Context: an optimization exercise on an open-source flow, tuned for small area. The choices shown serve that exercise and are no tape-out recipe. Only simulation tests tie the RTL to the original design; equivalence was not proved.

Setup of job 9315:
==> flow/design.v (excerpt) <==
module fc_core(
	input logic clk,
	input logic rst,                    
	input logic data_ready,             
	input logic signed[15:0] gyro_x,
	input logic signed[15:0] gyro_y,
	input logic[11:0] ch_throttle,      
	input logic[11:0] ch_roll,          
	input logic[11:0] ch_pitch,         
	input logic[11:0] ch_arm,           
	output logic[11:0] motor_br,        
	output logic[11:0] motor_fr,        
	output logic[11:0] motor_fl,        
	output logic[11:0] motor_bl         
);
==> flow/config.mk <==
export PLATFORM = sky130hd
export DESIGN_NAME = fc_core
export DESIGN_NICKNAME = fc_core
export VERILOG_FILES = /design/flow/design.v
export SDC_FILE = /design/flow/constraint.sdc
export NUM_CORES = 4
export LEC_CHECK = 0
export CAP_MARGIN = 20
export CORE_MARGIN = 2
export CORE_UTILIZATION = 60
export CTS_BUF_LIST = sky130_fd_sc_hd__clkbuf_4 sky130_fd_sc_hd__clkbuf_8
export CTS_CLUSTER_DIAMETER = 50
export CTS_CLUSTER_SIZE = 16
export GPL_TIMING_DRIVEN = 0
export PLACE_DENSITY = 0.75
export SLEW_MARGIN = 20
export SYNTH_HIERARCHICAL = 1
==> flow/constraint.sdc <==
create_clock -name core_clock -period 28.0 [get_ports {clk}]
set_input_delay 5.6000 -clock core_clock [delete_from_list [all_inputs] [get_ports {clk}]]
set_output_delay 5.6000 -clock core_clock [all_outputs]
set_load 0.01 [all_outputs]
standard.sh (not shown) runs the stock make flow with config.mk's settings and CLKGATE_MAP_FILE= SYNTH_SCRIPT=/design/flow/synth_recipe.tcl, a recipe that flattens the netlist after the stock synthesis.
==> flow/flow/run.sh <==
#!/bin/bash
# The standard layout (standard.sh: the standard synthesis and ORFS steps,
# unchanged), with two layout options passed to ORFS:
#  - port buffers are sky130_fd_sc_hd__buf_1 cells (every port still gets one);
#  - CTS inserts no dummy loads.
# Each ORFS step writes its full log under orfs/logs/; make's output goes to
# standard.log.
set -euo pipefail
bash standard.sh \
  "BUFFER_PORTS_ARGS=-buffer_cell sky130_fd_sc_hd__buf_1" \
  "CTS_ARGS=-sink_clustering_enable -repair_clock_nets -dont_use_dummy_load -sink_clustering_size 18 -sink_clustering_max_diameter 50 -buf_list {sky130_fd_sc_hd__clkbuf_4 sky130_fd_sc_hd__clkbuf_8}" \
  finish > standard.log 2>&1
Per the final summary, job 9315 finished and its layout is clean on timing, DRC and antenna.
Edits applied to the flow inputs when going from job 9315 to job 5670:
-- flow/flow/run.sh --
<<< job 9315, line 10
  "BUFFER_PORTS_ARGS=-buffer_cell sky130_fd_sc_hd__buf_1" \
  "CTS_ARGS=-sink_clustering_enable -repair_clock_nets -dont_use_dummy_load -sink_clustering_size 18 -sink_clustering_max_diameter 50 -buf_list {sky130_fd_sc_hd__clkbuf_4 sky130_fd_sc_hd__clkbuf_8}" \
  finish > standard.log 2>&1
>>> job 5670, line 10
  "BUFFER_PORTS_ARGS=-buffer_cell sky130_fd_sc_hd__buf_1" \
  "CTS_ARGS=-sink_clustering_enable -repair_clock_nets -dont_use_dummy_load -sink_clustering_size 16 -sink_clustering_max_diameter 50 -buf_list {sky130_fd_sc_hd__clkbuf_4 sky130_fd_sc_hd__clkbuf_8}" \
  finish > standard.log 2>&1
-- flow/config.mk --
<<< job 9315, line 9
export CORE_MARGIN = 2
export CORE_UTILIZATION = 60
export CTS_BUF_LIST = sky130_fd_sc_hd__clkbuf_4 sky130_fd_sc_hd__clkbuf_8
>>> job 5670, line 9
export CORE_MARGIN = 2
export CORE_UTILIZATION = 40
export CTS_BUF_LIST = sky130_fd_sc_hd__clkbuf_4 sky130_fd_sc_hd__clkbuf_8
<<< job 9315, line 14
export GPL_TIMING_DRIVEN = 0
export PLACE_DENSITY = 0.75
export SLEW_MARGIN = 20
>>> job 5670, line 14
export GPL_TIMING_DRIVEN = 0
export SLEW_MARGIN = 20
==> run notes <==
Between job 5670 and job 9315, the ratio of routed vias to standard cells is lower for job 5670. When job 5670 is measured against job 9315, its global-route usage turns out 7.0 points lower. In job 5670 relative to job 9315, first-iteration DRC count had gone down by more than 10%. For job 5670, the uppermost layer routed was met5, unlike job 9315, where it was met4. Of the two candidates, job 9315 has the better cell area and job 5670 the worse one. Job 9315 → job 5670: highest cell delay on the worst timing path decreased by 0.07 ns relative to the old numbers, shortest period the worst path allows increased by 0.056 ns relative to the old numbers, number of cells on the worst reg-to-reg path increased by about 3% relative to the old numbers. Tap cell count was lower in the run labelled job 9315.
diff inputs: job 5670 => job 595
==> flow/run.sh (new file) <==
#!/bin/bash
# synth_recipe.tcl (not shown) runs the flow's synth.tcl, then flattens the netlist and writes it again
# the make line also repeats each setting of config.mk as NAME=value (left out here)
make -C /OpenROAD-flow-scripts/flow DESIGN_CONFIG=/design/flow/config.mk WORK_HOME=/design/flow/orfs CLKGATE_MAP_FILE= SYNTH_SCRIPT=/design/flow/synth_recipe.tcl finish
removed: flow/flow/run.sh
removed: flow/standard.sh
- Going from job 5670 to job 595, number of instances in the placed design stayed essentially flat; complex-gate fraction of the synthesized area now sits at about the same level.
- In job 595, fraction of met2 tracks used by global routing is higher than in job 5670.
- In job 595, final cell count is higher than in job 5670.
- From job 5670 to job 595 the numbers moved as follows: clock skew saw a decrease, wire length of the first global-routing pass has remained practically unchanged, count of nets after finishing essentially unchanged.
- Job 595 does worse than job 5670 on first-iteration DRC count.
Changes in job 2955 relative to job 595:
==> flow/flow/run.sh (new file) <==
#!/bin/bash
# The standard layout (standard.sh: the standard synthesis and ORFS steps,
# unchanged), with two layout options passed to ORFS:
#  - port buffers are sky130_fd_sc_hd__buf_2 cells (every port still gets one);
#  - CTS inserts no dummy loads.
# Each ORFS step writes its full log under orfs/logs/; make's output goes to
# standard.log.
set -euo pipefail
bash standard.sh \
  "BUFFER_PORTS_ARGS=-buffer_cell sky130_fd_sc_hd__buf_2" \
  "CTS_ARGS=-sink_clustering_enable -repair_clock_nets -dont_use_dummy_load -sink_clustering_size 16 -sink_clustering_max_diameter 50 -buf_list {sky130_fd_sc_hd__clkbuf_4 sky130_fd_sc_hd__clkbuf_8}" \
  finish > standard.log 2>&1
==> flow/standard.sh (new file) <==
#!/bin/bash
# synth_recipe.tcl (not shown) runs the flow's synth.tcl, then flattens the netlist and writes it again
# the make line also repeats each setting of config.mk as NAME=value (left out here)
make -C /OpenROAD-flow-scripts/flow DESIGN_CONFIG=/design/flow/config.mk WORK_HOME=/design/flow/orfs CLKGATE_MAP_FILE= SYNTH_SCRIPT=/design/flow/synth_recipe.tcl "${@:-finish}"
removed: flow/run.sh
--- outcome ---
- Job 595 → job 2955: share of the core filled with cells in the final layout fell 1.6 points; final worst setup slack rose 0.069 ns; worst slack at placement rose 0.52 ns; final critical path time including I/O delays and setup fell 0.069 ns.
- Sequential share of layout area (higher): job 2955

========
fc_core again, from the RTL that the note above started with.
export LEC_CHECK = 0
export CAP_MARGIN = 20
export CORE_MARGIN = 2
export CORE_UTILIZATION = 40
export CTS_BUF_LIST = sky130_fd_sc_hd__clkbuf_4 sky130_fd_sc_hd__clkbuf_8
export CTS_CLUSTER_DIAMETER = 50
export CTS_CLUSTER_SIZE = 16
export GPL_TIMING_DRIVEN = 0
export SLEW_MARGIN = 20
export SYNTH_HIERARCHICAL = 1
create_clock -name core_clock -period 28.0 [get_ports {clk}]
==> flow/flow/run.sh <==
#!/bin/bash
# The standard layout (standard.sh: the standard synthesis and ORFS steps,
# unchanged), with two layout options passed to ORFS:
#  - port buffers are sky130_fd_sc_hd__buf_2 cells (every port still gets one);
#  - CTS inserts no dummy loads.
# Each ORFS step writes its full log under orfs/logs/; make's output goes to
# standard.log.
set -euo pipefail
bash standard.sh \
  "BUFFER_PORTS_ARGS=-buffer_cell sky130_fd_sc_hd__buf_2" \
  "CTS_ARGS=-sink_clustering_enable -repair_clock_nets -dont_use_dummy_load -sink_clustering_size 20 -sink_clustering_max_diameter 60 -buf_list {sky130_fd_sc_hd__clkbuf_8}" \
  finish > standard.log 2>&1
Then changed:
--- a/flow/flow/run.sh
+++ b/flow/flow/run.sh
@@ -10,3 +10,3 @@
   "BUFFER_PORTS_ARGS=-buffer_cell sky130_fd_sc_hd__buf_2" \
-  "CTS_ARGS=-sink_clustering_enable -repair_clock_nets -dont_use_dummy_load -sink_clustering_size 20 -sink_clustering_max_diameter 60 -buf_list {sky130_fd_sc_hd__clkbuf_8}" \
+  "CTS_ARGS=-sink_clustering_enable -repair_clock_nets -dont_use_dummy_load -sink_clustering_size 16 -sink_clustering_max_diameter 50 -buf_list {sky130_fd_sc_hd__clkbuf_4 sky130_fd_sc_hd__clkbuf_8}" \
   finish > standard.log 2>&1
CORE_UTILIZATION = 50   (was 40)
PLACE_DENSITY = 0.7   (was default)
Result: The changed run finished with timing, DRC and antenna clean; register-to-register slack is about the same; final area falls by 0.44%; sequential cell count stays the same; fmax stays flat; global-route usage rises by 3.8 points; cell count falls by about 5%; wire length falls by 1.3%.
Then changed:
CORE_UTILIZATION = 60   (was 50)
PLACE_DENSITY = 0.75   (was 0.7)
After rerunning: Flip-flop and latch count is unchanged. Cell count is lower by 5.1%. Die area is lower by 16%. Non-clock buffer count is lower by 22. Routed wire length is lower by 5.4%. First-iteration DRC count barely changes. Worst setup slack hardly moves. Synthesized area stays the same.

========
## oak
fc_core, a different RTL version from the one above (not shown whole).
Size in the first run: about 2700 cells after synthesis, about 470 flip-flops, ~0.036 mm^2 of cells after synthesis.
clock: 28.0 ns
lec_check: 0
cap_margin: 20
core_margin: 2
core_utilization: 40
cts_buf_list: sky130_fd_sc_hd__clkbuf_8
cts_cluster_diameter: 50
cts_cluster_size: 18
slew_margin: 20
synth_hierarchical: 1
run.sh (not shown) runs the stock make flow with config.mk's settings and CLKGATE_MAP_FILE= SYNTH_SCRIPT=/design/flow/synth_recipe.tcl, a recipe that flattens the netlist after the stock synthesis.
Stock flow here: none of the scripts above is used.
Per the final summary, oak finished and its layout is clean on timing, DRC and antenna.
### oak -> pine
- CTS_BUF_LIST changed from sky130_fd_sc_hd__clkbuf_8 to sky130_fd_sc_hd__clkbuf_4 sky130_fd_sc_hd__clkbuf_8
- CTS_CLUSTER_SIZE changed from 18 to 16
- GPL_TIMING_DRIVEN newly set to 0
### Flow results
- oak -> pine: footprint of the multi-input gates increased by a few percent
- Looking at multi-input gate share of the layout cell area, pine sits above oak.
- Compared to oak, pine shows a narrower setup margin.
- Between pine and oak, the difference in global router's overall resource usage is negligible.
- From oak to pine the numbers moved as follows: area added between synthesis and finish went down, non-clock buffer contribution to total cell area has decreased, final instance area moved down.

[port drivers added, routing unchanged]
The results above use ideal ports. As a check the final layouts listed here were re-extracted and re-timed, cells and wires unchanged.
Step 1, drivers: a clkbuf_16 drives clk and a buf_2 each remaining input, both assumed.
Step 2 moves the port delays by t, midway between the first and last clock arrival at a register: inputs arrive t later, outputs are due t later. That takes back most of the time a late clock gives input paths.
Slacks: ideal ports / drivers / drivers and shift; pairs: ideal ports / drivers.
| run | t, ns | slack for setup (ns) | hold slack, ns | slew at the worst register clock pin (ns) |
|---|---|---|---|---|
| job 9315 | 0.676 | 0.502 / 0.479 / 0.479 | 0.367 / 0.367 / 0.367 | 0.10 / 0.10 |
| job 5670 | 0.661 | 0.446 / 0.424 / 0.424 | 0.371 / 0.371 / 0.371 | 0.10 / 0.10 |
| job 595 | 0.709 | 0.418 / 0.381 / 0.381 | 0.411 / 0.411 / 0.411 | 0.10 / 0.10 |
| job 2955 | 0.673 | 0.487 / 0.461 / 0.461 | 0.384 / 0.384 / 0.384 | 0.10 / 0.10 |
| the first run of note 2 | 0.655 | 0.491 / 0.465 / 0.465 | 0.383 / 0.383 / 0.383 | 0.12 / 0.12 |
| the second run of note 2 | 0.663 | 0.466 / 0.439 / 0.439 | 0.359 / 0.359 / 0.359 | 0.10 / 0.10 |
| the third run of note 2 | 0.682 | 0.468 / 0.446 / 0.446 | 0.376 / 0.376 / 0.376 | 0.10 / 0.10 |
| oak | 0.719 | 0.509 / 0.485 / 0.485 | 0.412 / 0.412 / 0.412 | 0.11 / 0.11 |
| pine | 0.707 | 0.461 / 0.434 / 0.434 | 0.410 / 0.410 / 0.410 | 0.10 / 0.10 |
After both steps setup and hold are still met in every run listed. For job 595, which loses most, drivers alone change the setup slack by -0.037 ns; drivers and shift together by -0.037 ns.
